Source: an optimization exercise on an open RTL-to-GDS flow (aim: small area). Production flows keep margins and buffers that such runs may drop.
The RTL was checked by simulation tests, not by an equivalence proof against the original design.
Power and IR drop assume default switching activity.

==> run a <==
// fsm_with_fifo
module fsm_with_fifo(
  input        clk100_i,
  input        rstn_i,
  input        btn_i,
  output       full_o,
  output [7:0] transmit_lane_o
);
reg  [2:0] sync;
always @(posedge clk100_i) begin
  sync[0] <= ~btn_i;
  sync[1] <= sync[0];
  sync[2] <= sync[1];
end
wire press = sync[1] & ~sync[2];
reg  [4:0] n;
wire empty = ~n[4] & ~n[2] & ~n[0];
wire full  =  n[4] & ~n[3] &  n[2];
assign full_o = full;
wire n_up = ~n[4] | (n[2] & ~n[1]);    
wire n_dn = ~n[0] | (n[4] & ~n[1]);    
wire [16:1] occ;
assign occ[1]  = ~n[3] & ~n[1] &  n[0];
assign occ[2]  = ~n[4] & ~n[2] &  n[1];
assign occ[3]  = ~n[3] &  n[2] &  n[0];
assign occ[4]  = ~n[4] &  n[3] &  n[1];
assign occ[5]  =  n[4] &  n[2] &  n[0];
assign occ[6]  =  n[3] &  n[1] & ~n[0];
assign occ[7]  =  n[3] & ~n[1] & ~n[0];
assign occ[8]  =  n[4] & ~n[2] & ~n[1];
assign occ[9]  = ~n[2] & ~n[0];
assign occ[10] = ~n[3] &  n[2] & ~n[1];
assign occ[11] = ~n[4] &  n[3] & ~n[2];
assign occ[12] =  n[4] & ~n[3] &  n[0];
assign occ[13] = ~n[4] &  n[1] & ~n[0];
assign occ[14] =  n[2] & ~n[1] &  n[0];
assign occ[15] =  n[3] & ~n[2] &  n[1];
assign occ[16] =  n[4] & ~n[3] &  n[2];
reg  [4:0] ph;
wire idle = ~|ph;
wire rd   = ~ph[4] & ~ph[1] &  ph[0];
wire fin  =  ph[4] & ~ph[3] & ~ph[0];
wire ph_in = (~ph[4] & ph[0]) | (ph[4] & ph[3] & ~ph[1]) | (idle & ~empty);
wire wr  = press & ~full;
reg  [3:0] cnt;
reg  [3:0] mem [0:15];
integer i;
always @(posedge clk100_i) begin
  if (wr) begin
    mem[0] <= cnt;
    for (i = 1; i < 16; i = i + 1)
      mem[i] <= mem[i-1];
  end
end
  ...
==> module fsm_with_fifo, before the edit <==
module fsm_with_fifo(
  input        clk100_i,
  input        rstn_i,
  input        btn_i,
  output       full_o,
  output [7:0] transmit_lane_o
);
reg  [2:0] sync;
always @(posedge clk100_i) begin
  sync[0] <= ~btn_i;
  sync[1] <= sync[0];
  sync[2] <= sync[1];
end
wire press = sync[1] & ~sync[2];
reg  [4:0] n;
wire empty = ~n[4] & ~n[2] & ~n[0];
wire full  =  n[4] & ~n[3] &  n[2];
assign full_o = full;
wire n_up = ~n[4] | (n[2] & ~n[1]);    
wire n_dn = ~n[0] | (n[4] & ~n[1]);    
wire [16:1] occ;
assign occ[1]  = ~n[3] & ~n[1] &  n[0];
assign occ[2]  = ~n[4] & ~n[2] &  n[1];
assign occ[3]  = ~n[3] &  n[2] &  n[0];
assign occ[4]  = ~n[4] &  n[3] &  n[1];
assign occ[5]  =  n[4] &  n[2] &  n[0];
assign occ[6]  =  n[3] &  n[1] & ~n[0];
assign occ[7]  =  n[3] & ~n[1] & ~n[0];
assign occ[8]  =  n[4] & ~n[2] & ~n[1];
assign occ[9]  = ~n[2] & ~n[0];
assign occ[10] = ~n[3] &  n[2] & ~n[1];
assign occ[11] = ~n[4] &  n[3] & ~n[2];
assign occ[12] =  n[4] & ~n[3] &  n[0];
assign occ[13] = ~n[4] &  n[1] & ~n[0];
assign occ[14] =  n[2] & ~n[1] &  n[0];
assign occ[15] =  n[3] & ~n[2] &  n[1];
assign occ[16] =  n[4] & ~n[3] &  n[2];
reg  [4:0] ph;
wire idle = ~|ph;
wire rd   = ~ph[4] & ~ph[1] &  ph[0];
wire fin  =  ph[4] & ~ph[3] & ~ph[0];
wire ph_in = (~ph[4] & ph[0]) | (ph[4] & ph[3] & ~ph[1]) | (idle & ~empty);
wire wr  = press & ~full;
reg  [3:0] cnt;
reg  [3:0] mem [0:15];
integer i;
always @(posedge clk100_i) begin
  if (wr) begin
    mem[0] <= cnt;
    for (i = 1; i < 16; i = i + 1)
      mem[i] <= mem[i-1];
  end
end
reg  [3:0] head;
always @* begin
  head = 4'd0;
  for (i = 0; i < 16; i = i + 1)
    head = head | ({4{occ[i+1]}} & mem[i]);
end
reg  [3:0] dout;
always @(posedge clk100_i)
  if (rd) dout <= head;
reg  [7:0] tx;
assign transmit_lane_o = tx;
always @(posedge clk100_i or negedge rstn_i) begin
  if (!rstn_i) begin
    n   <= 5'd0;
    ph  <= 5'd0;
    cnt <= 4'd0;
    tx  <= 8'd0;
  end
  else begin
    if (wr & ~rd)
      n <= {n[3:0], n_up};
    else if (rd & ~wr)
      n <= {n_dn, n[4:1]};
    if (press)
      cnt <= cnt + 4'd1;
    ph <= {ph[3:0], ph_in};
    if (fin) begin
      tx[3:0] <= dout;
      if (dout < tx[3:0])
        tx[7:4] <= tx[7:4] + 4'd1;
    end
  end
end
endmodule
==> flow/config.mk <==
export PLATFORM = sky130hd
export DESIGN_NAME = fsm_with_fifo
export DESIGN_NICKNAME = fsm_with_fifo
export VERILOG_FILES = /design/flow/design.v
export SDC_FILE = /design/flow/constraint.sdc
export NUM_CORES = 4
export LEC_CHECK = 0
export CAP_MARGIN = 20
export CORE_MARGIN = 2
export CORE_UTILIZATION = 65
export SLEW_MARGIN = 20
==> flow/constraint.sdc <==
create_clock -name core_clock -period 5.0 [get_ports {clk100_i}]
set_input_delay 1.0000 -clock core_clock [delete_from_list [all_inputs] [get_ports {clk100_i}]]
set_output_delay 1.0000 -clock core_clock [all_outputs]
set_load 0.01 [all_outputs]
standard.sh (not shown) runs the stock make flow with config.mk's settings and CLKGATE_MAP_FILE= SYNTH_SCRIPT=/design/flow/synth_recipe.tcl, a recipe that flattens the netlist after the stock synthesis.
==> flow/flow/run.sh <==
#!/bin/bash
# The standard layout, with plain buf_1 cells as the port buffers and a
# clock tree of smaller buffers without dummy loads.
set -euo pipefail
export BUFFER_PORTS_ARGS="-buffer_cell sky130_fd_sc_hd__buf_1"
export CTS_ARGS="-sink_clustering_enable -repair_clock_nets -dont_use_dummy_load -buf_list {sky130_fd_sc_hd__clkbuf_4 sky130_fd_sc_hd__clkbuf_8} -sink_clustering_buffer sky130_fd_sc_hd__clkbuf_4 -root_buf sky130_fd_sc_hd__clkbuf_8 -sink_clustering_size 16 -sink_clustering_max_diameter 60"
bash standard.sh > standard.log 2>&1
==> inputs of run b, as changes to run a <==
==> flow/flow/run.sh (replaced) <==
#!/bin/bash
# The standard layout, with three changes:
# - synthesis maps the logic with an area-oriented ABC script (flow/area.script);
#   everything else in it is the standard flow's own synthesis script, synth_recipe.tcl;
# - the port buffers are buf_1 cells;
# - the clock tree leaves out dummy loads.
set -euo pipefail
work=$(pwd)
# synthesis script: synth_recipe.tcl with yosys's abc pass given flow/area.script
{
  head -n 1 synth_recipe.tcl
  cat <<TCL
proc abc {args} {
  set i [lsearch -exact \$args -script]
  if {\$i >= 0} { lset args [expr {\$i + 1}] $work/flow/area.script }
  yosys abc {*}\$args
}
TCL
  tail -n +2 synth_recipe.tcl
} > own_synth.tcl
sed "s#SYNTH_SCRIPT=[^ ]*synth_recipe.tcl#SYNTH_SCRIPT=$work/own_synth.tcl#" standard.sh > own_standard.sh
grep -q "SYNTH_SCRIPT=$work/own_synth.tcl" own_standard.sh
export BUFFER_PORTS_ARGS="-buffer_cell sky130_fd_sc_hd__buf_1"
export CTS_ARGS="-sink_clustering_enable -repair_clock_nets -dont_use_dummy_load -sink_clustering_size 16 -sink_clustering_max_diameter 60 -buf_list {sky130_fd_sc_hd__clkbuf_4 sky130_fd_sc_hd__clkbuf_8}"
bash own_standard.sh > standard.log 2>&1
==> flow/flow/area.script (new file) <==
&get -n
&st
&dc2
&dch
&nf -a -R 1000
&put
- CORE_UTILIZATION: 65 -> 40
==> inputs of run c, as changes to run a <==
==> flow/design.v (replaced) <==
module fsm_with_fifo(
  input        clk100_i,
  input        rstn_i,
  input        btn_i,
  output       full_o,
  output [7:0] transmit_lane_o
);
reg  [2:0] sync;
always @(posedge clk100_i) begin
  sync[0] <= ~btn_i;
  sync[1] <= sync[0];
  sync[2] <= sync[1];
end
wire press = sync[1] & ~sync[2];
reg  [4:0] n;
wire full  = n[4];
wire empty = ~|n;
assign full_o = full;
reg  [4:0] ph;
wire rd  = (ph == 5'd1);
wire fin = (ph == 5'd17);
wire wr  = press & ~full;
wire drop = press & full;
reg  [3:0] k;
reg  [3:0] mem [0:15];
integer i;
always @(posedge clk100_i) begin
  if (wr) begin
    mem[0] <= k;
    for (i = 1; i < 16; i = i + 1)
      mem[i] <= mem[i-1];
  end
end
reg  [3:0] head;
always @* begin
  head = mem[4'd15];
  for (i = 1; i < 16; i = i + 1)
    if (n[3:0] == i) head = mem[i-1];
end
reg  [3:0] dd;
always @(posedge clk100_i)
  if (rd) dd <= head;
reg  [7:0] tx;
assign transmit_lane_o = tx;
always @(posedge clk100_i or negedge rstn_i) begin
  if (!rstn_i) begin
    n  <= 5'd0;
    ph <= 5'd0;
    k  <= 4'd0;
    tx <= 8'd0;
  end
  else begin
    if (wr & ~rd)
      n <= n + 5'd1;
    else if (rd & ~wr)
      n <= n - 5'd1;
    if (wr)
      k <= 4'd1;
    else if (drop)
      k <= k + 4'd1;
    if (fin) begin
      ph <= 5'd0;
      tx <= tx + {4'd0, dd};
    end
    else if (ph != 5'd0 || !empty)
      ph <= ph + 5'd1;
  end
end
endmodule
==> flow/run.sh (new file) <==
#!/bin/bash
# synth_recipe.tcl (not shown) runs the flow's synth.tcl, then flattens the netlist and writes it again
# the make line also repeats each setting of config.mk as NAME=value (left out here)
make -C /OpenROAD-flow-scripts/flow DESIGN_CONFIG=/design/flow/config.mk WORK_HOME=/design/flow/orfs CLKGATE_MAP_FILE= SYNTH_SCRIPT=/design/flow/synth_recipe.tcl finish
- CORE_UTILIZATION: 65 -> 40
removed: flow/flow/run.sh
removed: flow/standard.sh
==> notes.md <==
| item | run c | run b | run a |
|---|---|---|---|
| Status | no timing/DRC/antenna violations | no timing/DRC/antenna violations | no timing/DRC/antenna violations |
| Clock network share of area | 4.10% | 3.26% | 3.18% |
| Utilization after layout | 44.3% | 44.4% | 71.3% |
| Per-cell routed wire length | 16.1 microns | 19.3 microns | 18.8 microns |
| Clock latency on the worst-skew pair | 0.37 ns | 0.36 ns | 0.35 ns |
| Simple-Gate Fraction of Synth Area | 10.9% | 7.74% | 8.19% |
| Worst clock skew | 0.0151 ns | 0.0293 ns | 0.0177 ns |
| Sequential area share after synthesis | 61.1% | 76.3% | 72.3% |
| Clock power share | 17.6% | 18.1% | 17.5% |
| Total power of the final layout | 2.75 mW | 2.11 mW | 2.14 mW |
| GR met1 Demand/Resource | 22.1% | 21.0% | 34.5% |
| Placer Congestion | 0.769 | 0.772 | 0.886 |
| Reported combinational group power | 1.08 mW | 0.563 mW | 0.546 mW |
| Synthesized-area fraction occupied by ao, oa, aoi and oai cells | 13.4% | 10.1% | 11.7% |
| Mean Syn Cell Area | 12.8 sq um | 16.2 sq um | 14.5 sq um |

-- port drivers added, routing unchanged --
No port has a modelled driver above. Below, the same layouts with a new extraction and two added sets of constraints.
Step 1: set_driving_cell puts a clkbuf_16 on clk100_i and a buf_2 on each other input, an assumption about the parent block.
Step 2 adds t to the input delays and takes it off the output delays; t is the mean of the earliest and latest rising clock arrival at the registers after step 1. Input paths then give back, and output paths get back, about the clock's delay inside the block.
Slacks: ideal / step 1 / step 2; pairs: ideal / step 1.
run | shift t [ns] | setup slack, ns | worst hold slack (ns) | worst slew at a driven data input, ns | cell pins on the clock port's net
run a | 0.376 | 1.984 / 1.952 / 2.328 | 0.338 / 0.338 / 0.338 | 0.03 | 1
run b | 0.376 | 2.461 / 2.430 / 2.551 | 0.337 / 0.337 / 0.337 | 0.03 | 1
run c | 0.400 | 2.063 / 2.063 / 2.063 | 0.339 / 0.339 / 0.339 | 0.03 | 1
After both steps every run listed still meets setup and hold.
